From an optimization exercise on the open Yosys and OpenROAD flow, aimed at small area; shortcuts taken in it are not production practice. In this exercise RTL edits were held to simulation tests only and were not proved equivalent to the original. Power figures rest on the tool's default switching activity, not on a simulated workload.

### config.mk
export PLATFORM = sky130hd
export DESIGN_NAME = uart_txrx
export DESIGN_NICKNAME = uart_txrx
export VERILOG_FILES = /design/flow/design.v
export SDC_FILE = /design/flow/constraint.sdc
export NUM_CORES = 4
export LEC_CHECK = 0
export CAP_MARGIN = 20
export CORE_MARGIN = 2
export CORE_UTILIZATION = 40
export PLACE_DENSITY = 0.6
export SLEW_MARGIN = 20
### constraint.sdc
create_clock -name core_clock -period 5.0 [get_ports {clk}]
set_input_delay 1.0000 -clock core_clock [delete_from_list [all_inputs] [get_ports {clk}]]
set_output_delay 1.0000 -clock core_clock [all_outputs]
set_load 0.01 [all_outputs]
### design.v
module paritygen(ip, clk, clr, parity);
	input ip, clk, clr;
	output reg parity;
	always @(posedge clk)
		parity <= !clr & (parity ^ ip);
endmodule
module UART_Tx(TransmittedSerialData,DoneTx,DataIn,CLK_Baudin,RstTx,NewData,Flag_in);
	localparam size = 32;
	input [size-1:0] DataIn;
	input CLK_Baudin, RstTx, NewData;
	input Flag_in;
	output TransmittedSerialData;
	output reg DoneTx;
	localparam [5:0] ST_IDLE  = 6'd0;
	localparam [5:0] ST_FIRST = 6'd1;    
	localparam [5:0] ST_INJ   = 6'd18;   
	localparam [5:0] ST_LAST  = 6'd11;   
	localparam [5:0] ST_PEND  = 6'd22;   
	reg [5:0] counter;
	reg [36:0] ring;
	wire idle = (counter == ST_IDLE);
	wire pend = (counter == ST_PEND);
	wire last = (counter == ST_LAST);
	wire inj  = (counter == ST_INJ);
	wire load = idle & NewData;
	wire Parity;
	paritygen parity1(.ip(ring[1]), .clk(CLK_Baudin), .clr(idle | pend), .parity(Parity));
	always @(posedge CLK_Baudin or posedge RstTx) begin
		if (RstTx) begin
			counter <= ST_IDLE;
			DoneTx <= 1'b0;
		end else begin
			if (load | pend)
				counter <= ST_FIRST;
			else if (last & !Flag_in)
				counter <= ST_IDLE;
			else
				counter <= {counter[4:0], counter[5] ^ counter[4]};
			if (load)
				DoneTx <= 1'b0;
			else if (last)
				DoneTx <= !Flag_in;
		end
	end
	always @(posedge CLK_Baudin) begin
		ring[36]    <= load | ring[0];
		ring[35:34] <= ring[36:35];
		ring[33:2]  <= load ? DataIn : ring[34:3];
		ring[1]     <= load ? 1'b0 : inj ? Parity : ring[2];
		ring[0]     <= load ? 1'b1 : inj ? Parity : ring[1];
	end
	assign TransmittedSerialData = ring[0] | idle;
endmodule
module UART_Rx(DataOut, DoneRx, SerialInputData, CLK_Baudin, RstRx, Flag_Rx, DoneTx);
	parameter size = 32;
	input SerialInputData;
	input CLK_Baudin, RstRx;
	input DoneTx;  
	output [size-1:0] DataOut;
	output DoneRx;
	output Flag_Rx;
	localparam [5:0] ST_IDLE  = 6'd0;
	localparam [5:0] ST_FIRST = 6'd1;
	localparam [5:0] ST_CHECK = 6'd18;
	reg [5:0] counter;
	reg [size+1:0] shift_reg;
	reg good;
	wire idle  = (counter == ST_IDLE);
	wire check = (counter == ST_CHECK);
	always @(posedge CLK_Baudin or posedge RstRx) begin
		if (RstRx) begin
			counter <= ST_IDLE;
			good <= 1'b0;
		end else begin
			if (idle)
				counter <= SerialInputData ? ST_IDLE : ST_FIRST;
			else if (check)
				counter <= ST_IDLE;
			else
				counter <= {counter[4:0], counter[5] ^ counter[4]};
			if (idle)
				good <= !SerialInputData;
			else if (!check)
				good <= good ^ SerialInputData;
		end
	end
	always @(posedge CLK_Baudin)
		shift_reg <= {SerialInputData, shift_reg[size+1:1]};
	assign DataOut = shift_reg[size-1:0];
	assign Flag_Rx = check & !good;
	assign DoneRx = idle & good;
endmodule
module uart_txrx (
    input  wire        clk,        
    input  wire        rst,        
    input  wire [31:0] tx_data,    
    input  wire        tx_start,   
    input  wire        tx_retry,   
    output wire        txd,        
    output wire        tx_done,    
    input  wire        rxd,        
    output wire [31:0] rx_data,    
    output wire        rx_done,    
    output wire        rx_error    
);
    UART_Tx u_tx (
        .TransmittedSerialData(txd),
        .DoneTx(tx_done),
        .DataIn(tx_data),
        .CLK_Baudin(clk),
        .RstTx(rst),
        .NewData(tx_start),
        .Flag_in(tx_retry)
    );
    UART_Rx u_rx (
        .DataOut(rx_data),
        .DoneRx(rx_done),
        .SerialInputData(rxd),
        .CLK_Baudin(clk),
        .RstRx(rst),
        .Flag_Rx(rx_error),
        .DoneTx(tx_done)
    );
endmodule
### flow/run.sh
#!/bin/bash
# The standard ORFS layout (the standard.sh, standard synthesis included),
# with smaller port buffers, a clock tree without dummy loads, and power
# (size) recovery after global routing. Each ORFS step logs to orfs/logs/;
# make's own output goes to flow_make.log.
set -euo pipefail
bash standard.sh \
  "BUFFER_PORTS_ARGS=-buffer_cell sky130_fd_sc_hd__buf_1" \
  "CTS_ARGS=-sink_clustering_enable -repair_clock_nets -dont_use_dummy_load -buf_list sky130_fd_sc_hd__clkbuf_8" \
  RECOVER_POWER=100 \
  finish > flow_make.log 2>&1
### standard.sh
#!/bin/bash
# synth_recipe.tcl (not shown) runs the flow's synth.tcl, then flattens the netlist and writes it again
# the make line also repeats each setting of config.mk as NAME=value (left out here)
make -C /OpenROAD-flow-scripts/flow DESIGN_CONFIG=/design/flow/config.mk WORK_HOME=/design/flow/orfs CLKGATE_MAP_FILE= SYNTH_SCRIPT=/design/flow/synth_recipe.tcl "${@:-finish}"
==> out/qor.yml, run 1 <==
outcome:
  status: "finished with violations"
  failed_checks: "capacitance limit, slew limit"
final_layout:
  largest_register_ffs: 37
  fillerInstances: 685
  syn2layout_area_growth_pct: 6.82
  final_nets: 295
  drive_gt1_share_pct: 16.5
  post-route-util_pct: 44.2
  n_antenna_cell: 0
  stdcell_count: 350
synthesis:
  syn-instance-count: 212
  synthFlopType: "dfxtp_1"
  avgSynthCellArea_um2: 13.3
  synth_area_leaders: "dfxtp_1, dfrtp_1, mux2_2, buf_4, buf_6"
  synth_area_leader_cell: "dfxtp_1"
  syn_area_um2: 2820
  async_flop_share_pct: 16.3
  yosys_register_bits: 86
  syn_nets: 251
  synth_edf_count: 0
  synthDistinctLibCells: 36
  ys_seq_area_share_pct: 63.4
  synth.top_cell.area_share_pct: 51.0
  yosysWarnings: 3
sta:
  maxSlewViolCount: 37
  relSlewSlack_pct: -20.0
  holdWs_ns: 0.331
  min_period_ns: 2.81
  rsz0062_at_grt: "false"
  worstMarginPinSlew_ns: 1.80
  clock.fmax_mhz: 356
  fin_crit_sh_pct: 56.1
  fin_tns_setup_ns: 0
  hold_viol: 0
  setup_viol: 0
  finalClockSkew_ns: 0.0171
cts:
  htree_levels: 3
  clk_pin_slew_ns: 0.07
  cts_buffer_depth: 2
  cts_tree: "yes"
  cts-root-buf: "clkbuf_8"
  ctsHoldBuffers: 0
  clkSinkCount: 86
  postCtsResizedCells: 0
  clock_latency_ns: 0.33
  cts_setup_buffers: 0
  cts_made_buffers: 9
power:
  p_sw_share_pct: 24.4
  p_switching_mw: 0.357
  p_comb_share_pct: 14.8
  p_total_mw: 1.46
  power_density_nw_per_um2: 486
  p_int_mw: 1.11
  p_leak_nw: 1.24
  pwr-share-seq_pct: 60.8
  p_clk_share_pct: 24.4
  ir_drop_mv: 0.176
place:
  gp_congestion: 0.772
  io_buffer_count: 72
  hpwl_um: 2720
  dp.cells: 341
drt:
  drt-total-wl_um: 3970
  drtPass1Iterations: 4
  vias_per_cell: 4.28
  drcViolationCount: 0
  drtIter0Drc: 36
  post_drt_wl_per_cell_um: 11.3
  antenna_left: 0
  vias: 1497
worst_hold_path:
  hold_path.class: "reg2reg"
  hold_start: "u_rx.shift_reg[32]"
critical_path:
  worstSetupStartpointType: "input port"
  crit_type: "in2reg"
  crit_required_ns: 5.21
  worstReg2RegStart: "u_tx.counter[4]"
  worstPathArrival_ns: 3.01
  end_kind: "flop"
  critical_path_peak_fanout: 36
  cp-startpoint: "tx_start"
  r2r_slack_ns: 2.27
floorplanning:
  num_rows: 30
  dieArea_um2: 7750
  die_x_um: 88.0
  core_um2: 6830
  io_pins: 73
  die_h_um: 88.0
  initial_core_util_pct: 41.3
global_route:
  grt_util_all_layers_pct: 10.8
  grt_pass1_vias: 1361
  top_usage_layer: "met2"
  grt_first_pass_wirelength_um: 6170
  grt_antenna_before_repair: 0
  grt_use_met1_pct: 13.3
  grt-ovfl-total: 0
  use_met2_pct: 15.4
  use_met3_pct: 4.05
  grt_max_degree: 37
flow_run:
  maxCapViolCount: 1
-- critical path: stages --
cell and delay (ns):
buf_1 0.07, nand4b_1 0.09, clkbuf_1 1.30, and2_0 0.29, or2b_1 0.23
-- cells by family after synthesis --
kind of cell,count (synthesis),share of synthesized area (%)
XOR/XNOR,1,0.310
adder cells (fa/ha/maj),2,0.886
flip-flops,86,63.4
multiplexers,33,13.4
AND/OR/NAND/NOR,36,8.51
AO/OA/AOI/OAI,11,2.44
buffers and inverters,43,11.0
-- placed cells by master, fill, tap and decap left out, types with 2 or more instances in the layout --
| cell type | Yosys | routed |
|---|---|---|
| buf_1 | 0 | 72 |
| dfxtp_1 | 72 | 72 |
| mux2_2 | 30 | 29 |
| dfrtp_1 | 14 | 14 |
| clkbuf_8 | 0 | 9 |
| o21ai_0 | 5 | 5 |
| and2_0 | 0 | 4 |
| nor2_1 | 4 | 4 |
| nand2b_1 | 4 | 4 |
| nand3_1 | 3 | 3 |
| inv_1 | 3 | 3 |
| mux2_1 | 0 | 3 |
| nand3b_1 | 3 | 3 |
| and3_1 | 3 | 3 |
| nor3_1 | 1 | 2 |
| nand2_1 | 2 | 2 |
| a21oi_1 | 2 | 2 |
| a21boi_0 | 2 | 2 |
| ha_1 | 2 | 2 |
-- layout make-up --
type / count / area, um2 / area share [%]
Multi-Input combinational cell: 83 / 696 / 23.1
Sequential cell: 86 / 1790 / 59.4
Timing Repair Buffer: 73 / 274 / 9.08
Tap cell: 96 / 120 / 3.98
Inverter: 3 / 11.3 / 0.373
Clock buffer: 9 / 124 / 4.11
-- routing by layer --
layer | part of all wire, % | wire length [um]
met1 | 46 | 1840
met4 | 2.1 | 83
met5 | 0 | 0
met2 | 45 | 1790
met3 | 6.4 | 254
-- power by group through the flow --
stage / Sequential (mW) / Clock, mW / Combinational, mW
after global routing: 0.906 / 0.407 / 0.245
after floorplan: 0.885 / 0 / 0.206
after global placement: 0.907 / 0 / 0.225
after detailed placement: 0.907 / 0 / 0.229
final: 0.891 / 0.357 / 0.217
after CTS: 0.895 / 0.377 / 0.230
-- per-stage QoR --
| stage | cell area [um2] | setup WS (ns) |
|---|---|---|
| after floorplan | 2820 | 2.94 |
| after global placement | 2920 | 2.75 |
| after detailed placement | 2920 | 2.75 |
| after CTS | 3050 | 2.39 |
| after global routing | 3020 | 1.97 |
| final | 3020 | 2.19 |
-- worst paths after layout --
| check | endpoint | cells after the start |
|---|---|---|
| setup / recovery | u_tx.counter[0] | 5 |
| hold / removal | u_rx.shift_reg[31] | 0 |
| setup reg to reg | u_tx.counter[0] | 6 |
| hold reg to reg | u_rx.shift_reg[31] | 0 |
| max in group asynchronous | u_tx.counter[5] | 2 |
| min in group asynchronous | u_rx.good | 2 |
-- cells in the mapped netlist (2+ instances only) --
| cell | number |
|---|---|
| o21ai_0 | 5 |
| dfrtp_1 | 14 |
| a21oi_1 | 2 |
| a21boi_0 | 2 |
| nand3_1 | 3 |
| buf_6 | 4 |
| clkbuf_1 | 4 |
| dfxtp_1 | 72 |
| and2_1 | 4 |
| nand2b_1 | 4 |
| inv_1 | 3 |
| buf_4 | 32 |
| and3_1 | 3 |
| nand3b_1 | 3 |
| nand2_1 | 2 |
| mux2_2 | 30 |
| mux2_4 | 2 |
| nor2_1 | 4 |
| ha_1 | 2 |
==> run 2, diff against run 1 <==
--- a/config.mk
+++ b/config.mk
@@ -9,4 +9,4 @@
 export CORE_MARGIN = 2
-export CORE_UTILIZATION = 40
-export PLACE_DENSITY = 0.6
+export CORE_UTILIZATION = 75
+export PLACE_DENSITY = 0.85
 export SLEW_MARGIN = 20
==> run 2 against run 1 <==
Compared with the run above:
- die area decreased by 45%
- critical endpoint is now rx_done
- maximum frequency decreased by 1.9%
- combinational power increased by 3%
- the layout still fails its checks (capacitance limit, slew limit)
- global-route usage increased by 11 points
- first-iteration DRC count increased by 72%
- synthesized cell count unchanged
- clock-buffer cell count unchanged
- largest cell class unchanged
- final cell count decreased by 14%
- non-clock buffer count unchanged
==> out/qor.yml, run 2 <==
place:
  hpwl_um: 2970  # +9.0%
  io_buffer_count: 72  # unchanged
  gp_congestion: 0.764  # -1.0%
  place_area_um2: 2860  # -2.1%
synthesis:
  synth.top_cell.area_share_pct: 51.0  # unchanged
  async_flop_share_pct: 16.3  # unchanged
  yosys_register_bits: 86  # unchanged
  yosysWarnings: 3  # unchanged
  synthFlopType: "dfxtp_1"
  synthXorXnorAreaFrac_pct: 0.310  # unchanged
  synth_edf_count: 0  # unchanged
  synth_compound_area_share_pct: 2.44  # unchanged
  synth-adder-area-share_pct: 0.886  # unchanged
  synthDistinctLibCells: 36  # unchanged
  syn_nets: 251  # unchanged
  synthMuxAreaShare_pct: 13.4  # unchanged
  synth_top_family_by_area: "multiplexers"
  synth_area_leader_cell: "dfxtp_1"
  syn_area_um2: 2820  # unchanged
  synthTopCellsByCount: "dfxtp_1, buf_4, mux2_2"
  syn-instance-count: 212  # unchanged
  ys_seq_area_share_pct: 63.4  # unchanged
  synth_area_leaders: "dfxtp_1, dfrtp_1, mux2_2, buf_4, buf_6"
  synth.most_common_cell: "dfxtp_1"
  avgSynthCellArea_um2: 13.3  # unchanged
  synthSimpleGateAreaFrac_pct: 8.51  # unchanged
sta:
  relSlewSlack_pct: -23.6  # -3.6 points
  rsz0062_at_grt: "false"
  hold_viol: 0  # unchanged
  setup_viol: 0  # unchanged
  worstMarginPinSlew_ns: 1.85  # +0.0534 ns
  maxSlewViolCount: 38  # +2.7%
  fin_crit_sh_pct: 57.2  # +1.1 points
  finalClockSkew_ns: 0.0156  # -0.00155 ns
  clock.fmax_mhz: 350  # -1.9%
  fin_tns_setup_ns: 0  # unchanged
  min_period_ns: 2.86  # +0.0545 ns
drt:
  drcViolationCount: 0  # unchanged
  drt-total-wl_um: 4200  # +6.0%
  drtIter0Drc: 62  # +72%
  post_drt_wl_per_cell_um: 13.9  # +23%
  vias: 1491  # -0.40%
  drtPass1Iterations: 4  # unchanged
  antenna_left: 0  # unchanged
  vias_per_cell: 4.94  # +15%
final_layout:
  fillerInstances: 225  # -67%
  seqCellArea_um2: 1790  # unchanged
  final_nets: 295  # unchanged
  post-route-util_pct: 81.5  # +37 points
  largest_register_ffs: 37  # unchanged
  multi_input_area_um2: 701  # +0.72%
  layout_common_cells: "buf_1, dfxtp_1, mux2_2"
  fin_area_um2: 2960  # -1.8%
  n_antenna_cell: 0  # unchanged
  drive_gt1_share_pct: 17.3  # +0.79 points
  syn2layout_area_growth_pct: 4.87
power:
  ir_drop_mv: 0.285  # +62%
  p_total_mw: 1.47  # +0.54%
  p_leak_nw: 1.25  # about the same
  power_density_nw_per_um2: 497  # +2.4%
outcome:
  failed_checks: "capacitance limit, slew limit"
  status: "finished with violations"
cts:
  clk_pin_slew_ns: 0.07  # about the same
  cts-root-buf: "clkbuf_8"
  clkSinkCount: 86  # unchanged
  cts_buffer_depth: 2  # unchanged
  ctsHoldBuffers: 0  # unchanged
  cts_tree: "yes"
  postCtsResizedCells: 0  # unchanged
  cts_made_buffers: 9  # unchanged
  cts_setup_buffers: 0  # unchanged
  clock_latency_ns: 0.34  # about the same
  htree_levels: 3  # unchanged
critical_path:
  critical_path_peak_fanout: 6  # -83%
  crit_type: "reg2out"
  end_kind: "output port"
  worstReg2RegStart: "u_tx.counter[4]"
  cp-startpoint: "u_rx.counter[5]"
  worstPathArrival_ns: 1.86  # -1.15 ns
  crit_required_ns: 4.00  # -1.21 ns
  worstSetupStartpointType: "flop"
global_route:
  grt_first_pass_wirelength_um: 6800  # +10%
  grt_antenna_before_repair: 0  # unchanged
  grt_max_degree: 38  # +2.7%
  grt_pass1_vias: 1508  # +11%
  grt-ovfl-total: 0  # unchanged
  grt_util_all_layers_pct: 22.2  # +11 points
floorplanning:
  num_rows: 22  # -27%
  die_h_um: 65.4  # -26%
  initial_core_util_pct: 77.7  # +36 points
  io_pins: 73  # unchanged
  core_um2: 3630  # -47%
  dieArea_um2: 4270  # -45%
  die_x_um: 65.4  # -26%
worst_hold_path:
  hold_path.class: "reg2reg"
  hold_start: "u_tx.ring[35]"
flow_run:
  maxCapViolCount: 1  # unchanged
run 2: routing by layer:
metal	vias up	global-route usage, %	share of wire [%]
met4	0	10.2	1.8
met5	-	0	0
met2	46	35.3	49
met1	690	25.6	42
met3	6	10.1	7.3
li1	749	-	-
run 2: logic make-up after synthesis:
group,Yosys count
adder cells (fa/ha/maj),2
buffers and inverters,43
flip-flops,86
AND/OR/NAND/NOR,36
AO/OA/AOI/OAI,11
multiplexers,33
XOR/XNOR,1
run 2: critical path, cell delays in order (launching register included):
cell	delay (ns)
dfrtp_1	0.41
nor4_1	0.70
and3_1	0.27
buf_1	0.15
run 2: path summary, 6_finish.rpt:
kind,to,slack [ns],depth (start not counted)
max in group asynchronous,u_tx.counter[1],4.00,2
worst max register to register,u_tx.counter[0],2.26,6
worst min register to register,u_tx.ring[34],0.32,0
worst max-delay path,rx_done,2.14,3
min in group asynchronous,u_rx.counter[3],0.66,2
worst min-delay path,u_tx.ring[34],0.32,0
run 2: area by class of cell:
cell class / instances / share of cell area, %
tap: 48 / 2.03
multi-input combinational: 83 / 23.7
inverter: 3 / 0.380
clock buffer: 9 / 4.18
sequential: 86 / 60.5
timing repair buffer: 73 / 9.25
run 2: report_power, final:
| group | switching [mW] | internal, mW |
|---|---|---|
| logic | 0.0942 | 0.128 |
| registers | 0.0765 | 0.819 |
| clock network | 0.193 | 0.161 |
run 2: stage by stage:
stage               cells  worst slack (ns)  hold WS (ns)
finish                302              2.14         0.316
global route          302              1.99         0.320
CTS                   302              2.35         0.318
floorplan             212              2.94         0.310
detailed placement    293              2.72         0.316
global placement      293              2.76         0.311
==> run 3, diff against run 2 <==
==> flow/run.sh (replaced) <==
#!/bin/bash
# The standard ORFS layout (the standard.sh, standard synthesis included),
# with smaller port buffers, cells sized down after placement, and a clock
# tree without dummy loads. Each ORFS step logs to orfs/logs/; make's own
# output goes to flow_make.log.
set -euo pipefail
bash standard.sh \
  "BUFFER_PORTS_ARGS=-buffer_cell sky130_fd_sc_hd__buf_1" \
  "POST_RESIZE_TCL=$PWD/flow/post_resize.tcl" \
  "CTS_ARGS=-sink_clustering_enable -repair_clock_nets -dont_use_dummy_load -buf_list sky130_fd_sc_hd__clkbuf_8" \
  finish > flow_make.log 2>&1
==> flow/post_resize.tcl (new file) <==
# After the standard placement resize: size cells down where timing allows
# (power recovery), then repair any slew or capacitance the downsizing broke.
log_cmd repair_timing -recover_power 100 -verbose
log_cmd repair_design -verbose
--- a/config.mk
+++ b/config.mk
@@ -9,4 +9,4 @@
 export CORE_MARGIN = 2
-export CORE_UTILIZATION = 75
-export PLACE_DENSITY = 0.85
+export CORE_UTILIZATION = 70
+export PLACE_DENSITY = 0.8
 export SLEW_MARGIN = 20
==> run 3 against run 2 <==
Compared with the run above:
- the run now finishes clean
- combinational power is essentially flat
- via count shrank 0.34%
- utilization shrank 6.3 points
- global-route usage shrank 3.6 points
- routed wire length shrank 6.6%
- register-to-register slack gained 0.42 ns
- critical path type unchanged
- largest cell class unchanged
==> out/qor.yml, run 3 <==
floorplanning:
  num_rows: 23  # +4.5%
  die_x_um: 67.5  # +3.3%
  io_pins: 73  # unchanged
  die_h_um: 67.5  # +3.3%
  initial_core_util_pct: 71.6  # -6.1 points
  dieArea_um2: 4560  # +6.7%
  core_um2: 3940  # +8.5%
cts:
  cts_buffer_depth: 2  # unchanged
  cts_tree: "yes"
  cts-root-buf: "clkbuf_8"
  cts_made_buffers: 9  # unchanged
  ctsHoldBuffers: 0  # unchanged
  htree_levels: 3  # unchanged
  postCtsResizedCells: 0  # unchanged
  clock_latency_ns: 0.34  # about the same
  clk_pin_slew_ns: 0.07  # about the same
  clkSinkCount: 86  # unchanged
  cts_setup_buffers: 0  # unchanged
drt:
  drt-total-wl_um: 3920  # -6.6%
  met1_length_um: 1850  # +4.0%
  drtIter0Drc: 48  # -23%
  drtPass1Iterations: 4  # unchanged
  top_layer: "met4"
  vias_per_cell: 4.89  # -0.99%
  post_drt_wl_per_cell_um: 12.9  # -7.3%
  antenna_left: 0  # unchanged
  vias: 1486  # -0.34%
  route.met3.wl_um: 298  # -3.2%
  drcViolationCount: 0  # unchanged
  wl_met2_um: 1700  # -17%
critical_path:
  end_kind: "output port"
  critical_path_peak_fanout: 6  # unchanged
  crit_type: "reg2out"
  worstSetupStartpointType: "flop"
  crit_required_ns: 4.00  # about the same
  worstPathArrival_ns: 1.90  # +0.04 ns
sta:
  fin_crit_sh_pct: 57.9  # +0.70 points
  min_period_ns: 2.90  # +0.0350 ns
  rsz0062_at_grt: "false"
  hold_viol: 0  # unchanged
  maxSlewViolCount: 0  # -100%
  setup_viol: 0  # unchanged
  fin_tns_setup_ns: 0  # unchanged
  relSlewSlack_pct: 44.6  # +68 points
  finalClockSkew_ns: 0.0192  # +0.00363 ns
  worstMarginPinSlew_ns: 0.823  # -1.03 ns
  clock.fmax_mhz: 345  # -1.2%
power:
  power_density_nw_per_um2: 498  # +0.13%
  p_leak_nw: 1.25  # +0.19%
  ir_drop_mv: 0.309  # +8.4%
  p_total_mw: 1.48  # +0.25%
synthesis:
  synthMuxAreaShare_pct: 13.4  # unchanged
  synthDistinctLibCells: 36  # unchanged
  syn_area_um2: 2820  # unchanged
  synth_compound_area_share_pct: 2.44  # unchanged
  async_flop_share_pct: 16.3  # unchanged
  ys_seq_area_share_pct: 63.4  # unchanged
  synthSimpleGateAreaFrac_pct: 8.51  # unchanged
  yosysWarnings: 3  # unchanged
  synth_area_leader_cell: "dfxtp_1"
  avgSynthCellArea_um2: 13.3  # unchanged
  synth.top_cell.area_share_pct: 51.0  # unchanged
  synthXorXnorAreaFrac_pct: 0.310  # unchanged
  syn_nets: 251  # unchanged
  synthTopCellsByCount: "dfxtp_1, buf_4, mux2_2"
  synthFlopType: "dfxtp_1"
  synth_area_leaders: "dfxtp_1, dfrtp_1, mux2_2, buf_4, buf_6"
  synth-adder-area-share_pct: 0.886  # unchanged
  synth.most_common_cell: "dfxtp_1"
  synth_top_family_by_area: "multiplexers"
  synth_edf_count: 0  # unchanged
  syn-instance-count: 212  # unchanged
  yosys_register_bits: 86  # unchanged
place:
  io_buffer_count: 72  # unchanged
  hpwl_um: 2800  # -5.7%
  dp.cells: 295  # +0.68%
  gp_congestion: 0.743  # -2.8%
final_layout:
  largest_register_ffs: 37  # unchanged
  drive_gt1_share_pct: 18.5  # +1.2 points
  n_antenna_cell: 0  # unchanged
  fillerInstances: 277  # +23%
  layout_common_cells: "buf_1, dfxtp_1, mux2_2"
  stdcell_count: 304  # +0.66%
  final_nets: 295  # unchanged
  multi_input_area_um2: 701  # unchanged
  seqCellArea_um2: 1790  # unchanged
  syn2layout_area_growth_pct: 5.01
global_route:
  grt_antenna_before_repair: 0  # unchanged
  grt_pass1_vias: 1354  # -10%
  grt-ovfl-total: 0  # unchanged
  grt_max_degree: 27  # -29%
  grt_first_pass_wirelength_um: 6000  # -12%
  grt_util_all_layers_pct: 18.6  # -3.6 points
outcome:
  status: "timing/DRC/antenna clean"
worst_hold_path:
  hold_path.class: "reg2reg"
flow_run:
  maxCapViolCount: 0  # -1
## run 3: cells by family (layout without fill, tap and decap cells)
group	Yosys count	after routing
XOR/XNOR	1	1
AO/OA/AOI/OAI	11	11
flip-flops	86	86
multiplexers	33	33
buffers and inverters	43	85
AND/OR/NAND/NOR	36	36
adder cells (fa/ha/maj)	2	2
## run 3: worst paths after layout
path | from | end | slack (ns) | cells after the start
setup / recovery | u_rx.counter[0] | rx_done | 2.10 | 3
hold / removal | u_tx.ring[36] | u_tx.ring[35] | 0.33 | 0
setup reg to reg | u_tx.counter[4] | u_tx.counter[0] | 2.68 | 6
hold reg to reg | u_tx.ring[36] | u_tx.ring[35] | 0.33 | 0
max in group asynchronous | rst | u_tx.counter[4] | 3.98 | 2
min in group asynchronous | rst | u_rx.good | 0.66 | 2
## run 3: metal layers
metal / GRT usage [%] / vias up
met4: 9.95 / 0
met1: 23.7 / 677
met5: 0 / -
met3: 8.33 / 9
met2: 26.5 / 47
li1: - / 753
## run 3: stage by stage
step	instance area [um2]	worst slack, ns	hold slack [ns]	utilization [%]
5_1_grt	2970	2.00	0.338	75.2
3_3_place_gp	2860	2.54	0.310	72.6
6_report	2970	2.10	0.327	75.2
4_1_cts	2960	2.10	0.323	75.2
3_5_place_dp	2840	1.83	0.314	72.0
2_1_floorplan	2820	2.94	0.310	-
## run 3: worst max-delay path, cell delays in order (launching register included)
cell     delay [ns]
dfrtp_1        0.40
nor4_1         0.73
and3_1         0.27
buf_1          0.15
## run 3: cell type report
type	count	share of cell area, %
Clock buffer	9	4.18
Inverter	3	0.380
Multi-Input combinational cell	83	23.6
Sequential cell	86	60.4
Tap cell	50	2.11
Timing Repair Buffer	73	9.28
## run 3: report_power, final
part | internal, mW | switching (mW)
logic | 0.130 | 0.0925
registers | 0.819 | 0.0755
clock network | 0.161 | 0.199
total | 1.11 | 0.367
==> run 4, diff against run 3 <==
--- a/config.mk
+++ b/config.mk
@@ -9,4 +9,4 @@
 export CORE_MARGIN = 2
-export CORE_UTILIZATION = 70
-export PLACE_DENSITY = 0.8
+export CORE_UTILIZATION = 40
+export PLACE_DENSITY = 0.6
 export SLEW_MARGIN = 20
==> run 4 against run 3 <==
Compared with the run above:
- die area grew 70%
- first-iteration DRC count down 2.1%
- clock-buffer cell count is the same
- worst hold slack worse by 0.010 ns
- total power shrank 0.68%
- critical path depth stayed put
- worst setup slack gained 0.079 ns
- register-to-register slack improved by 0.26 ns
- utilization shrank 31 points
- critical path type unchanged
- critical endpoint unchanged
==> out/qor.yml, run 4 <==
synthesis:
  yosys_register_bits: 86  # unchanged
  synth_area_leaders: "dfxtp_1, dfrtp_1, mux2_2, buf_4, buf_6"
  synthMuxAreaShare_pct: 13.4  # unchanged
  avgSynthCellArea_um2: 13.3  # unchanged
  synth-adder-area-share_pct: 0.886  # unchanged
  synthDistinctLibCells: 36  # unchanged
  syn_nets: 251  # unchanged
  syn_area_um2: 2820  # unchanged
  synth.most_common_cell: "dfxtp_1"
  async_flop_share_pct: 16.3  # unchanged
  synthSimpleGateAreaFrac_pct: 8.51  # unchanged
  synthFlopType: "dfxtp_1"
  synth_top_family_by_area: "multiplexers"
  synthXorXnorAreaFrac_pct: 0.310  # unchanged
  synthTopCellsByCount: "dfxtp_1, buf_4, mux2_2"
  synth_compound_area_share_pct: 2.44  # unchanged
  yosysWarnings: 3  # unchanged
  synth_area_leader_cell: "dfxtp_1"
  synth.top_cell.area_share_pct: 51.0  # unchanged
  syn-instance-count: 212  # unchanged
  synth_edf_count: 0  # unchanged
  ys_seq_area_share_pct: 63.4  # unchanged
final_layout:
  n_antenna_cell: 0  # unchanged
  syn2layout_area_growth_pct: 6.87
  fin_area_um2: 3020  # +1.8%
  final_nets: 295  # unchanged
  largest_register_ffs: 37  # unchanged
  post-route-util_pct: 44.2  # -31 points
  stdcell_count: 350  # +15%
  layout_common_cells: "buf_1, dfxtp_1, mux2_2"
  drive_gt1_share_pct: 17.7  # -0.79 points
drt:
  drt-total-wl_um: 3960  # +0.84%
  vias_per_cell: 4.26  # -13%
  drcViolationCount: 0  # unchanged
  drtPass1Iterations: 4  # unchanged
  post_drt_wl_per_cell_um: 11.3  # -12%
  drtIter0Drc: 47  # -2.1%
  vias: 1490  # +0.27%
  antenna_left: 0  # unchanged
critical_path:
  crit_required_ns: 4.00  # about the same
  worstPathArrival_ns: 1.82  # -0.08 ns
  worstSetupStartpointType: "flop"
  end_kind: "output port"
  crit_type: "reg2out"
  slowest_delay_ns: 0.68  # -0.05 ns
  cp_slowest_cell: "nor4_1"
  critical_path_peak_fanout: 6  # unchanged
  path_cells: "nor4_1 -> and3_1 -> buf_1"
power:
  power_density_nw_per_um2: 486  # -2.4%
  p_leak_nw: 1.25  # about the same
  p_total_mw: 1.47  # -0.68%
  ir_drop_mv: 0.177  # -43%
floorplanning:
  die_h_um: 88.0  # +30%
  die_x_um: 88.0  # +30%
  dieArea_um2: 7750  # +70%
  num_rows: 30  # +30%
  initial_core_util_pct: 41.3  # -30 points
  io_pins: 73  # unchanged
  core_um2: 6830  # +73%
outcome:
  status: "timing/DRC/antenna clean"
sta:
  hold_viol: 0  # unchanged
  fin_tns_setup_ns: 0  # unchanged
  finalClockSkew_ns: 0.0173  # -0.00192 ns
  maxSlewViolCount: 0  # unchanged
  holdWs_ns: 0.317  # -0.0101 ns
  rsz0062_at_grt: "false"
  setup_viol: 0  # unchanged
  clock.fmax_mhz: 355  # +2.8%
  setup_ws_ns: 2.18  # +0.0794 ns
  worstMarginPinSlew_ns: 0.834  # +0.0111 ns
  min_period_ns: 2.82  # -0.0794 ns
  relSlewSlack_pct: 44.4  # -0.24 points
  fin_crit_sh_pct: 56.3  # -1.6 points
cts:
  ctsHoldBuffers: 0  # unchanged
  cts_buffer_depth: 2  # unchanged
  cts_setup_buffers: 0  # unchanged
  postCtsResizedCells: 0  # unchanged
  clock_latency_ns: 0.33  # about the same
  cts_tree: "yes"
  htree_levels: 3  # unchanged
  clk_pin_slew_ns: 0.07  # about the same
  clkSinkCount: 86  # unchanged
  cts_made_buffers: 9  # unchanged
  cts-root-buf: "clkbuf_8"
worst_hold_path:
  hold_path.class: "reg2reg"
place:
  place_area_um2: 2890  # +1.9%
  place_ws_ns: 2.52  # +0.687 ns
  io_buffer_count: 72  # unchanged
  gp_congestion: 0.772  # +3.9%
  hpwl_um: 2700  # -3.5%
  dp.cells: 341  # +16%
global_route:
  grt_antenna_before_repair: 0  # unchanged
  grt-ovfl-total: 0  # unchanged
  grt_max_degree: 37  # +37%
  grt_pass1_vias: 1350  # -0.30%
  grt_first_pass_wirelength_um: 6110  # +1.8%
  grt_util_all_layers_pct: 10.8  # -7.8 points
flow_run:
  maxCapViolCount: 0  # unchanged
## run 4: cell families (layout without fill, tap and decap cells)
logic type / Yosys count / after routing
AO/OA/AOI/OAI: 11 / 11
AND/OR/NAND/NOR: 36 / 36
buffers and inverters: 43 / 85
XOR/XNOR: 1 / 1
flip-flops: 86 / 86
multiplexers: 33 / 33
adder cells (fa/ha/maj): 2 / 2
## run 4: layout make-up
| type | count | area (um2) |
|---|---|---|
| inverters | 3 | 11.3 |
| repair buffers | 73 | 275 |
| flip-flops and latches | 86 | 1790 |
| multi-input cells | 83 | 696 |
| clock buffers | 9 | 124 |
| fillers | 685 | 3810 |
| well taps | 96 | 120 |
## run 4: critical path: cells and delay by family, from the launching register on
kind                   cells  cell delay, ns
DFF                        1            0.41
and+or+nand+nor            2            0.94
buffers and inverters      1            0.15
## run 4: layer usage
layer	global-route usage (%)	vias up	share of wire [%]	wire, um
met5	0	-	0	0
met4	7.85	0	1.3	51
met3	4.34	4	6.8	267
met2	15.5	38	46	1830
met1	13.1	696	46	1810
li1	-	752	-	-
## run 4: power by group
| part | total [mW] | leakage [nW] | internal [mW] | switching [mW] |
|---|---|---|---|---|
| registers | 0.890 | 0.766 | 0.819 | 0.0707 |
| logic | 0.218 | 0.416 | 0.128 | 0.0896 |
| clock network | 0.358 | 0.0647 | 0.161 | 0.197 |
| total | 1.47 | 1.25 | 1.11 | 0.358 |
## run 4: worst paths after layout
kind                                 start              end  slack [ns]  cells after the start
setup / recovery           u_rx.counter[5]          rx_done        2.18                      3
hold / removal               u_tx.ring[36]    u_tx.ring[35]        0.32                      0
setup reg to reg           u_tx.counter[0]  u_tx.counter[5]        2.94                      5
hold reg to reg              u_tx.ring[36]    u_tx.ring[35]        0.32                      0
max in group asynchronous              rst  u_tx.counter[5]        3.97                      2
min in group asynchronous              rst        u_rx.good        0.66                      2
==> run 5, diff against run 4 <==
--- a/design.v
+++ b/design.v
@@ -15,11 +15,8 @@
 	localparam [5:0] ST_FIRST = 6'd1;    
-	localparam [5:0] ST_INJ   = 6'd18;   
-	localparam [5:0] ST_LAST  = 6'd11;   
-	localparam [5:0] ST_PEND  = 6'd22;   
 	reg [5:0] counter;
 	reg [36:0] ring;
-	wire idle = (counter == ST_IDLE);
-	wire pend = (counter == ST_PEND);
-	wire last = (counter == ST_LAST);
-	wire inj  = (counter == ST_INJ);
+	wire idle = (counter[3:0] == 4'b0000);
+	wire pend = (counter[3:0] == 4'b1000);
+	wire last = ({counter[5], counter[2:0]} == 4'b0100);
+	wire inj  = ({counter[5:3], counter[0]} == 4'b1001);
 	wire load = idle & NewData;
@@ -37,3 +34,3 @@
 			else
-				counter <= {counter[4:0], counter[5] ^ counter[4]};
+				counter <= {counter[4:0], counter[5] ^ counter[0]};
 			if (load)
@@ -63,3 +60,2 @@
 	localparam [5:0] ST_FIRST = 6'd1;
-	localparam [5:0] ST_CHECK = 6'd18;
 	reg [5:0] counter;
@@ -67,4 +63,4 @@
 	reg good;
-	wire idle  = (counter == ST_IDLE);
-	wire check = (counter == ST_CHECK);
+	wire idle  = (counter[2:0] == 3'b000);
+	wire check = ({counter[5:3], counter[0]} == 4'b1001);
 	always @(posedge CLK_Baudin or posedge RstRx) begin
@@ -79,3 +75,3 @@
 			else
-				counter <= {counter[4:0], counter[5] ^ counter[4]};
+				counter <= {counter[4:0], counter[5] ^ counter[0]};
 			if (idle)
--- a/config.mk
+++ b/config.mk
@@ -7,2 +7,3 @@
 export LEC_CHECK = 0
+export ABC_AREA = 1
 export CAP_MARGIN = 20
==> run 5 against run 4 <==
Compared with the run above:
- still clean on timing, DRC and antenna
- final cell count up 17%
- clock skew increased by 0.0082 ns
- sequential share of layout area increased by 1.6 points
- die area shrank 2.2%
- sequential power rose by 12%
- final area down 2.6%
- combinational power up 44%
- utilization decreased by 0.41 points
- critical path type unchanged
- critical endpoint is now txd
==> out/qor.yml, run 5 <==
outcome:
  status: "timing/DRC/antenna clean"
cts:
  clock_latency_ns: 0.34  # about the same
  clk_pin_slew_ns: 0.06  # about the same
  cts_setup_buffers: 0  # unchanged
  cts_buffer_depth: 2  # unchanged
  cts_tree: "yes"
  htree_levels: 3  # unchanged
  clkSinkCount: 86  # unchanged
  postCtsResizedCells: 0  # unchanged
  cts-root-buf: "clkbuf_8"
  ctsHoldBuffers: 0  # unchanged
  cts_made_buffers: 9  # unchanged
floorplanning:
  io_pins: 73  # unchanged
  core_um2: 6720  # -1.6%
  initial_core_util_pct: 41.0  # -0.29 points
  die_h_um: 87.0  # -1.1%
  num_rows: 30  # unchanged
  die_x_um: 87.0  # -1.1%
  dieArea_um2: 7570  # -2.2%
synthesis:
  synthTopCellsByCount: "nand2_1, dfxtp_1, buf_4"
  synthFlopType: "dfxtp_1"
  syn_nets: 327  # +30%
  synth_compound_area_share_pct: 1.32  # -1.1 points
  synth-adder-area-share_pct: 0  # -0.89 points
  avgSynthCellArea_um2: 9.51  # -29%
  synthSimpleGateAreaFrac_pct: 20.1  # +12 points
  ys_seq_area_share_pct: 65.0  # +1.5 points
  syn_area_um2: 2760  # -2.3%
  synth_top_family_by_area: "simple AND/OR/NAND/NOR gates"
  synthXorXnorAreaFrac_pct: 0.635  # +0.33 points
  synth_edf_count: 0  # unchanged
  syn-instance-count: 290  # +37%
  yosys_register_bits: 86  # unchanged
  async_flop_share_pct: 16.3  # unchanged
  synth.top_cell.area_share_pct: 52.3  # +1.2 points
  yosysWarnings: 3  # unchanged
  synth.most_common_cell: "nand2_1"
  synthMuxAreaShare_pct: 0  # -13 points
  synth_area_leader_cell: "dfxtp_1"
  synth_area_leaders: "dfxtp_1, nand2_1, dfrtp_1, buf_4, nor2_1"
  synthDistinctLibCells: 19  # -47%
sta:
  relSlewSlack_pct: 51.8  # +7.4 points
  maxSlewViolCount: 0  # unchanged
  setup_ws_ns: 2.42  # +0.240 ns
  clock.fmax_mhz: 388  # +9.3%
  hold_viol: 0  # unchanged
  finalClockSkew_ns: 0.0255  # +0.00817 ns
  min_period_ns: 2.58  # -0.240 ns
  setup_viol: 0  # unchanged
  fin_crit_sh_pct: 51.5  # -4.8 points
  fin_tns_setup_ns: 0  # unchanged
  worstMarginPinSlew_ns: 0.722  # -0.112 ns
  rsz0062_at_grt: "false"
final_layout:
  final_nets: 370  # +25%
  largest_register_ffs: 37  # unchanged
  layout_common_cells: "nand2_1, buf_1, dfxtp_1"
  drive_gt1_share_pct: 3.63  # -14 points
  mostFrequentLayoutCell: "nand2_1"
  n_antenna_cell: 0  # unchanged
  fillerInstances: 658  # -3.9%
  stdcell_count: 411  # +17%
  multi_input_area_um2: 592  # -15%
  syn2layout_area_growth_pct: 6.62
  seqCellArea_um2: 1790  # unchanged
global_route:
  grt_first_pass_wirelength_um: 6640  # +8.7%
  grt_pass1_vias: 1533  # +14%
  grt-ovfl-total: 0  # unchanged
  grt_antenna_before_repair: 0  # unchanged
  grt_max_degree: 37  # unchanged
  grt_util_all_layers_pct: 11.6  # +0.75 points
power:
  p_total_mw: 1.67  # +14%
  power_density_nw_per_um2: 567  # +17%
  p_comb_share_pct: 18.8  # +3.9 points
  pwr-share-seq_pct: 59.7  # -1.0 points
  p_switching_mw: 0.464  # +30%
  ir_drop_mv: 0.226  # +28%
  p_sw_share_pct: 27.9  # +3.5 points
  p_clk_share_pct: 21.5  # -2.9 points
  p_int_mw: 1.20  # +8.3%
  p_leak_nw: 1.39  # +12%
drt:
  post_drt_wl_per_cell_um: 10.4  # -7.5%
  drt-total-wl_um: 4290  # +8.6%
  drtPass1Iterations: 4  # unchanged
  vias_per_cell: 4.14  # -2.8%
  drtIter0Drc: 46  # -2.1%
  vias: 1701  # +14%
  antenna_left: 0  # unchanged
  drcViolationCount: 0  # unchanged
worst_hold_path:
  hold_path.class: "reg2reg"
critical_path:
  worstSetupStartpointType: "flop"
  critical_path_peak_fanout: 5  # -1
  crit_type: "reg2out"
  r2r_slack_ns: 2.87  # -0.07 ns
  end_kind: "output port"
  crit_required_ns: 4.00  # about the same
  worstPathArrival_ns: 1.58  # -0.24 ns
flow_run:
  maxCapViolCount: 0  # unchanged
place:
  place_ws_ns: 1.93  # -0.588 ns
  dp.cells: 402  # +18%
  gp_congestion: 0.771  # -0.17%
  io_buffer_count: 72  # unchanged
  hpwl_um: 2910  # +7.9%
run 5: changes by cell type in the layout (fill, tap and decap cells not counted), moves of 3 or more:
cell      delta
and2_1       -4
and3_1       -3
inv_1       +12
mux2_2      -31
nand2_1    +113
nand2b_1     -4
nor2_1      +14
o21ai_0      -3
run 5: worst paths after layout:
path	from	end	cells after the start
min in group asynchronous	rst	u_rx.good	2
max in group asynchronous	rst	u_rx.counter[0]	2
hold / removal	u_tx.ring[35]	u_tx.ring[34]	0
setup / recovery	u_tx.counter[0]	txd	4
setup reg to reg	u_tx.counter[0]	u_tx.ring[4]	5
hold reg to reg	u_tx.ring[35]	u_tx.ring[34]	0
run 5: stage by stage:
step           cell area, um2  hold slack, ns  utilization [%]
2_1_floorplan            2760           0.310                -
3_3_place_gp             2830           0.311             42.1
3_5_place_dp             2810           0.317             41.8
4_1_cts                  2940           0.333             43.7
6_report                 2940           0.328             43.8
5_1_grt                  2940           0.336             43.8
run 5: layout make-up:
cell class	count	area share, %
repair buffers	72	9.19
clock buffers	9	4.21
multi-input cells	148	20.1
well taps	80	3.40
inverters	16	2.13
flip-flops and latches	86	60.9
run 5: worst max-delay path: stages, from the launching register on:
cell     delay [ns]
dfrtp_1        0.41
nor2_1         0.30
nand2_1        0.17
o21ai_0        0.18
buf_1          0.19
run 5: logic make-up (layout without fill, tap and decap cells):
kind of cell              count (synthesis)  count (layout)
and+or+nand+nor                         139             139
DFF                                      86              86
buffers and inverters                    56              97
AOI/OAI and AO/OA                         7               7
xor gates and xnor gates                  2               2
run 5: power groups by stage:
stage | logic [mW] | clock network [mW] | registers, mW
after floorplan | 0.279 | 0 | 0.993
after global routing | 0.373 | 0.407 | 1.02
after detailed placement | 0.318 | 0 | 1.01
after CTS | 0.320 | 0.382 | 0.996
after global placement | 0.315 | 0 | 1.01
final | 0.313 | 0.357 | 0.995
run 5: layer usage:
layer	share of wire [%]	vias up	track usage, %	wire (um)
met2	45	49	18.1	1910
met5	0	-	0	0
li1	-	914	-	-
met1	46	733	13.3	1980
met4	1.1	0	3.41	46
met3	8.3	5	6.92	357
==> run 6, diff against run 5 <==
--- a/config.mk
+++ b/config.mk
@@ -7,3 +7,2 @@
 export LEC_CHECK = 0
-export ABC_AREA = 1
 export CAP_MARGIN = 20
==> run 6 against run 5 <==
Compared with the run above:
- still clean
- critical path depth is 1 lower
- register-to-register slack got worse by 0.02 ns
- clock skew down 0.014 ns
- global-route usage shrank 0.69 points
- worst hold slack got worse by 0.00098 ns
- via count decreased by 16%
- area after synthesis is 3.0% higher
- non-clock buffer count unchanged
- maximum frequency is 2.0% lower
- final area about the same
- utilization is 0.70 points lower
- highest routed layer unchanged
==> out/qor.yml, run 6 <==
outcome:
  status: "timing/DRC/antenna clean"
sta:
  min_period_ns: 2.63  # +0.0515 ns
  fin_tns_setup_ns: 0  # unchanged
  finalClockSkew_ns: 0.0118  # -0.0136 ns
  rsz0062_at_grt: "false"
  hold_viol: 0  # unchanged
  holdWs_ns: 0.327  # -0.000983 ns
  relSlewSlack_pct: 47.6  # -4.3 points
  worstMarginPinSlew_ns: 0.784  # +0.0619 ns
  clock.fmax_mhz: 381  # -2.0%
  maxSlewViolCount: 0  # unchanged
  fin_crit_sh_pct: 52.6  # +1.0 points
  setup_viol: 0  # unchanged
drt:
  vias_per_cell: 4.22  # +1.9%
  drtIter0Drc: 29  # -37%
  antenna_left: 0  # unchanged
  post_drt_wl_per_cell_um: 11.8  # +13%
  vias: 1434  # -16%
  drcViolationCount: 0  # unchanged
  drtPass1Iterations: 4  # unchanged
  drt-total-wl_um: 4030  # -6.3%
critical_path:
  crit_type: "reg2out"
  crit_required_ns: 4.00  # about the same
  r2r_slack_ns: 2.85  # -0.02 ns
  worstReg2RegStart: "u_tx.counter[0]"
  worstSetupStartpointType: "flop"
  critical_path_peak_fanout: 8  # +3
  end_kind: "output port"
  rr_worst_depth: 3  # -2
  r2r-end: "u_tx.ring[32]"
  worstPathArrival_ns: 1.63  # +0.05 ns
synthesis:
  yosysWarnings: 3  # unchanged
  avgSynthCellArea_um2: 14.1  # +49%
  synthDistinctLibCells: 30  # +11
  synth.most_common_cell: "dfxtp_1"
  synthFlopType: "dfxtp_1"
  yosys_register_bits: 86  # unchanged
  synth_edf_count: 0  # unchanged
  synth.top_cell.area_share_pct: 50.7  # -1.5 points
  async_flop_share_pct: 16.3  # unchanged
  syn-instance-count: 201  # -31%
  syn_area_um2: 2840  # +3.0%
  ys_seq_area_share_pct: 63.1  # -1.9 points
  syn_nets: 238  # -27%
  synth_area_leader_cell: "dfxtp_1"
  synthTopCellsByCount: "dfxtp_1, buf_4, mux2_4"
  synth_area_leaders: "dfxtp_1, mux2_4, dfrtp_1, buf_4, mux2_2"
power:
  p_total_mw: 1.66  # about the same
  ir_drop_mv: 0.262  # +16%
  power_density_nw_per_um2: 566  # -0.11%
  p_leak_nw: 1.16  # -17%
floorplanning:
  core_um2: 6830  # +1.7%
  die_x_um: 88.3  # +1.4%
  dieArea_um2: 7790  # +2.9%
  io_pins: 73  # unchanged
  num_rows: 30  # unchanged
  die_h_um: 88.3  # +1.4%
  initial_core_util_pct: 41.6  # +0.55 points
final_layout:
  n_antenna_cell: 0  # unchanged
  layout_common_cells: "buf_1, dfxtp_1, mux2_1"
  fin_area_um2: 2940  # about the same
  drive_gt1_share_pct: 6.56  # +2.9 points
  final_nets: 283  # -24%
  largest_register_ffs: 37  # unchanged
  syn2layout_area_growth_pct: 3.52
global_route:
  grt_pass1_vias: 1310  # -15%
  grt_antenna_before_repair: 0  # unchanged
  grt_max_degree: 36  # -2.7%
  grt_util_all_layers_pct: 10.9  # -0.69 points
  grt_first_pass_wirelength_um: 6150  # -7.3%
  grt-ovfl-total: 0  # unchanged
cts:
  htree_levels: 3  # unchanged
  postCtsResizedCells: 0  # unchanged
  cts-root-buf: "clkbuf_8"
  clk_pin_slew_ns: 0.07  # about the same
  ctsHoldBuffers: 0  # unchanged
  clock_latency_ns: 0.34  # about the same
  cts_setup_buffers: 0  # unchanged
  cts_made_buffers: 9  # unchanged
  clkSinkCount: 86  # unchanged
  cts_buffer_depth: 2  # unchanged
  cts_tree: "yes"
flow_run:
  maxCapViolCount: 0  # unchanged
worst_hold_path:
  hold_start: "u_rx.shift_reg[33]"
  whs_path_depth: 0  # unchanged
  holdPathEnd: "u_rx.shift_reg[32]"
  hold_path.class: "reg2reg"
place:
  io_buffer_count: 72  # unchanged
  hpwl_um: 2770  # -5.0%
  place_area_um2: 2820  # +0.13%
  gp_congestion: 0.746  # -3.2%
run 6: cell count changes in the layout (fill, tap and decap cells not counted), sizes merged, moves of 3 or more:
cell	before	now
nor2	19	5
a21oi	4	1
nand3	4	1
nand2	115	4
nor2b	0	5
o31ai	0	4
inv	16	2
nor3	0	4
mux2	0	32
run 6: worst max-delay path by stage:
stage	start	end	slack (ns)	cells past startpoint
3_3_place_gp	tx_start	u_tx.ring[6]	2.84	3
5_1_grt	u_tx.counter[1]	txd	2.23	3
3_5_place_dp	tx_start	u_tx.ring[32]	2.18	3
6_report	u_tx.counter[0]	txd	2.37	3
4_1_cts	u_tx.counter[0]	u_tx.ring[32]	2.39	3
2_1_floorplan	u_tx.counter[0]	txd	3.01	3
run 6: cells by family after synthesis:
group                     share of synthesized area, %
AOI/OAI and AO/OA                                 3.21
buffers and inverters                             10.6
xor gates and xnor gates                         0.617
DFF                                               63.1
muxes                                             16.6
and+or+nand+nor                                   5.94
run 6: final cells by class:
| class | count | area (um2) |
|---|---|---|
| Inverter | 2 | 7.51 |
| Multi-Input combinational cell | 75 | 628 |
| Timing Repair Buffer | 72 | 270 |
| Fill cell | 668 | 3890 |
| Tap cell | 96 | 120 |
| Sequential cell | 86 | 1790 |
| Clock buffer | 9 | 124 |
run 6: where the power goes:
part | total [mW] | switching [mW] | internal, mW | leakage (nW)
Combinational | 0.274 | 0.117 | 0.158 | 0.329
Sequential | 1.03 | 0.113 | 0.917 | 0.770
Clock | 0.360 | 0.199 | 0.161 | 0.0647
run 6: metal layers:
metal	global-route usage, %	part of all wire (%)	up-vias
met4	4.96	1.3	0
met3	7.09	7.9	5
met5	0	0	-
met1	12.8	44	671
li1	-	-	719
met2	15.5	47	39
run 6: stage by stage:
step           utilization, %  setup slack [ns]  cells
2_1_floorplan               -              3.01    201
3_3_place_gp             43.0              2.84    331
3_5_place_dp             41.2              2.18    331
4_1_cts                  43.0              2.39    340
5_1_grt                  43.1              2.23    340
6_report                 43.1              2.37    340
run 6: worst max-delay path, cell delays in order (launching register included):
cell and delay (ns):
dfrtp_1 0.45, nor4_1 0.49, or2_2 0.20, buf_1 0.15
==> run 7, diff against run 6 <==
--- a/design.v
+++ b/design.v
@@ -1,6 +1,13 @@
-module paritygen(ip, clk, clr, parity);
-	input ip, clk, clr;
+module paritygen(ip, clk, rst, clr, hold, set, setval, parity);
+	input ip, clk, rst, clr, hold, set, setval;
 	output reg parity;
-	always @(posedge clk)
-		parity <= !clr & (parity ^ ip);
+	always @(posedge clk or posedge rst)
+		if (rst)
+			parity <= 1'b0;
+		else if (clr)
+			parity <= 1'b0;
+		else if (set)
+			parity <= setval;
+		else if (!hold)
+			parity <= parity ^ ip;
 endmodule
@@ -12,3 +19,3 @@
 	output TransmittedSerialData;
-	output reg DoneTx;
+	output DoneTx;
 	localparam [5:0] ST_IDLE  = 6'd0;
@@ -23,19 +30,13 @@
 	wire Parity;
-	paritygen parity1(.ip(ring[1]), .clk(CLK_Baudin), .clr(idle | pend), .parity(Parity));
+	paritygen parity1(.ip(ring[1]), .clk(CLK_Baudin), .rst(RstTx), .clr(load | pend),
+	                  .hold(idle), .set(last), .setval(!Flag_in), .parity(Parity));
 	always @(posedge CLK_Baudin or posedge RstTx) begin
-		if (RstTx) begin
+		if (RstTx)
 			counter <= ST_IDLE;
-			DoneTx <= 1'b0;
-		end else begin
-			if (load | pend)
-				counter <= ST_FIRST;
-			else if (last & !Flag_in)
-				counter <= ST_IDLE;
-			else
-				counter <= {counter[4:0], counter[5] ^ counter[0]};
-			if (load)
-				DoneTx <= 1'b0;
-			else if (last)
-				DoneTx <= !Flag_in;
-		end
+		else if (load | pend)
+			counter <= ST_FIRST;
+		else if (last & !Flag_in)
+			counter <= ST_IDLE;
+		else
+			counter <= {counter[4:0], counter[5] ^ counter[0]};
 	end
@@ -49,2 +50,3 @@
 	assign TransmittedSerialData = ring[0] | idle;
+	assign DoneTx = idle & Parity;
 endmodule
==> run 7 against run 6 <==
Compared with the run above:
- first-iteration DRC count fell by 48%
- clock skew rose by 0.012 ns
- clock-buffer cell count did not move
- utilization rose by 0.24 points
- sequential cell count fell by 1
- sequential share of layout area fell by 1.0 points
- critical endpoint is now rx_done
- area after synthesis fell by 0.22%
- sequential power fell by about 10%
- highest routed layer unchanged
- still clean
- critical path depth did not move
==> out/qor.yml, run 7 <==
outcome:
  status: "timing/DRC/antenna clean"
floorplanning:
  initial_core_util_pct: 41.5  # -0.092 points
  core_um2: 6830  # unchanged
  dieArea_um2: 7780  # -0.22%
  die_h_um: 88.2  # -0.11%
  io_pins: 73  # unchanged
  die_x_um: 88.2  # -0.11%
  num_rows: 30  # unchanged
cts:
  cts-root-buf: "clkbuf_8"
  clock_latency_ns: 0.34  # about the same
  htree_levels: 3  # unchanged
  cts_made_buffers: 9  # unchanged
  ctsHoldBuffers: 0  # unchanged
  clkSinkCount: 85  # -1.2%
  clk_pin_slew_ns: 0.08  # about the same
  postCtsResizedCells: 0  # unchanged
  cts_setup_buffers: 0  # unchanged
  cts_tree: "yes"
  cts_buffer_depth: 2  # unchanged
synthesis:
  synth_area_leaders: "dfxtp_1, mux2_4, dfrtp_1, buf_4, mux2_2"
  synth_area_leader_cell: "dfxtp_1"
  synthFlopType: "dfxtp_1"
  synth.most_common_cell: "dfxtp_1"
  yosysWarnings: 3  # unchanged
  ys_seq_area_share_pct: 62.5  # -0.57 points
  syn_area_um2: 2840  # -0.22%
  synth_edf_count: 0  # unchanged
  yosys_register_bits: 85  # -1.2%
  syn-instance-count: 198  # -1.5%
  synthDistinctLibCells: 30  # unchanged
  avgSynthCellArea_um2: 14.3  # +1.3%
  syn_nets: 235  # -1.3%
  synth.top_cell.area_share_pct: 50.1  # -0.59 points
  async_flop_share_pct: 16.5  # +0.19 points
  synthTopCellsByCount: "dfxtp_1, buf_4, mux2_4"
critical_path:
  crit_required_ns: 4.00  # about the same
  critical_path_peak_fanout: 4  # -4
  r2r-end: "u_tx.ring[15]"
  endpoint: "rx_done"
  r2r_slack_ns: 2.90  # +0.05 ns
  worstReg2RegStart: "u_tx.counter[0]"
  rr_worst_depth: 4  # +1
  cp-startpoint: "u_rx.counter[2]"
  worstPathArrival_ns: 1.56  # -0.07 ns
  crit_type: "reg2out"
  end_kind: "output port"
  worstSetupStartpointType: "flop"
worst_hold_path:
  hold_path.class: "reg2reg"
  hold_start: "u_tx.ring[35]"
sta:
  setup_ws_ns: 2.44  # +0.0691 ns
  min_period_ns: 2.56  # -0.0691 ns
  rsz0062_at_grt: "false"
  worstMarginPinSlew_ns: 0.765  # -0.0188 ns
  setup_viol: 0  # unchanged
  fin_crit_sh_pct: 51.2  # -1.4 points
  relSlewSlack_pct: 48.9  # +1.3 points
  finalClockSkew_ns: 0.0235  # +0.0116 ns
  maxSlewViolCount: 0  # unchanged
  clock.fmax_mhz: 391  # +2.7%
  hold_viol: 0  # unchanged
  holdWs_ns: 0.322  # -0.00565 ns
  fin_tns_setup_ns: 0  # unchanged
place:
  place_area_um2: 2830  # +0.67%
  dp.cells: 329  # -0.60%
  hpwl_um: 2670  # -3.7%
  gp_congestion: 0.748  # +0.28%
  io_buffer_count: 72  # unchanged
  place_ws_ns: 2.48  # +0.297 ns
power:
  p_total_mw: 1.52  # -8.5%
  ir_drop_mv: 0.218  # -17%
  p_leak_nw: 1.21  # +4.2%
  power_density_nw_per_um2: 515  # -9.0%
final_layout:
  syn2layout_area_growth_pct: 4.32
  layout_common_cells: "buf_1, dfxtp_1, mux2_2"
  stdcell_count: 338  # -0.59%
  final_nets: 281  # -0.71%
  drive_gt1_share_pct: 16.5  # +10 points
  post-route-util_pct: 43.3  # +0.24 points
  fin_area_um2: 2960  # +0.55%
  mostFrequentLayoutCell: "buf_1"
  largest_register_ffs: 37  # unchanged
  n_antenna_cell: 0  # unchanged
drt:
  drt-total-wl_um: 3840  # -4.5%
  vias_per_cell: 4.20  # -0.32%
  post_drt_wl_per_cell_um: 11.4  # -4.0%
  drcViolationCount: 0  # unchanged
  vias: 1421  # -0.91%
  drtIter0Drc: 15  # -48%
  drtPass1Iterations: 4  # unchanged
  antenna_left: 0  # unchanged
global_route:
  grt_pass1_vias: 1339  # +2.2%
  grt_max_degree: 21  # -42%
  grt_antenna_before_repair: 0  # unchanged
  grt-ovfl-total: 0  # unchanged
  grt_util_all_layers_pct: 10.6  # -0.30 points
  grt_first_pass_wirelength_um: 5960  # -3.1%
flow_run:
  maxCapViolCount: 0  # unchanged
run 7: cells by family after synthesis:
group / after synthesis / synth area share, %
flip-flops: 85 / 62.5
XOR/XNOR: 3 / 0.927
AND/OR/NAND/NOR: 26 / 6.44
buffers and inverters: 40 / 10.6
AO/OA/AOI/OAI: 10 / 2.52
multiplexers: 34 / 17.0
run 7: area by class of cell:
cell class	count	area, um2
fillers	681	3870
flip-flops and latches	85	1770
multi-input cells	73	649
repair buffers	73	285
clock buffers	9	124
well taps	96	120
inverters	2	7.51
run 7: where the power goes:
part | leakage (nW) | switching, mW | internal (mW) | total [mW]
logic | 0.389 | 0.0977 | 0.148 | 0.246
registers | 0.758 | 0.0930 | 0.829 | 0.922
clock network | 0.0647 | 0.194 | 0.161 | 0.355
total | 1.21 | 0.385 | 1.14 | 1.52
run 7: worst min-delay path by stage:
stage	end	slack [ns]	cells after the start
CTS	u_tx.ring[34]	0.33	0
global route	u_tx.ring[34]	0.33	0
finish	u_tx.ring[34]	0.32	0
detailed placement	u_rx.shift_reg[32]	0.31	0
global placement	u_tx.ring[34]	0.31	0
floorplan	u_rx.shift_reg[31]	0.31	0
run 7: worst max-delay path, cell delays in order, from the launching register on:
cell and delay (ns):
dfrtp_1 0.41, nor3_1 0.45, and2_0 0.19, buf_1 0.16
run 7: metal layers:
| metal | track usage, % | vias up | part of all wire (%) |
|---|---|---|---|
| met5 | 0 | - | 0 |
| met4 | 5.37 | 0 | 1.9 |
| met3 | 6.50 | 6 | 7.0 |
| met2 | 15.0 | 43 | 45 |
| met1 | 12.4 | 666 | 46 |
| li1 | - | 706 | - |

==> static timing again, ports no longer ideal <==
The flow's constraints put no driver on any port. The routed layouts listed below were extracted and timed again, unchanged, in two steps. Step 1, drivers: a clkbuf_16 drives clk and a buf_2 each remaining input, both assumed. Step 2, shift: input delay + t, output delay - t, t = (earliest + latest rising clock arrival at the registers) / 2. This alone moves slack from input paths to output paths. Slacks: ideal ports / drivers / drivers and shift; pairs: ideal ports / drivers.
| run | t, ns | setup slack, ns | cell pins on the clock port's net |
|---|---|---|---|
| run 1 | 0.354 | 2.193 / 2.184 / 1.848 | 1 |
| run 2 | 0.360 | 2.139 / 2.110 / 1.871 | 1 |
| run 3 | 0.357 | 2.104 / 2.077 / 2.314 | 1 |
| run 4 | 0.354 | 2.183 / 2.154 / 2.508 | 1 |
| run 5 | 0.356 | 2.424 / 2.398 / 2.515 | 1 |
| run 6 | 0.364 | 2.372 / 2.343 / 2.679 | 1 |
| run 7 | 0.360 | 2.441 / 2.413 / 2.505 | 1 |
The setup slack of run 1, which loses most, moves by -0.009 ns with the drivers and by -0.345 ns with both steps.
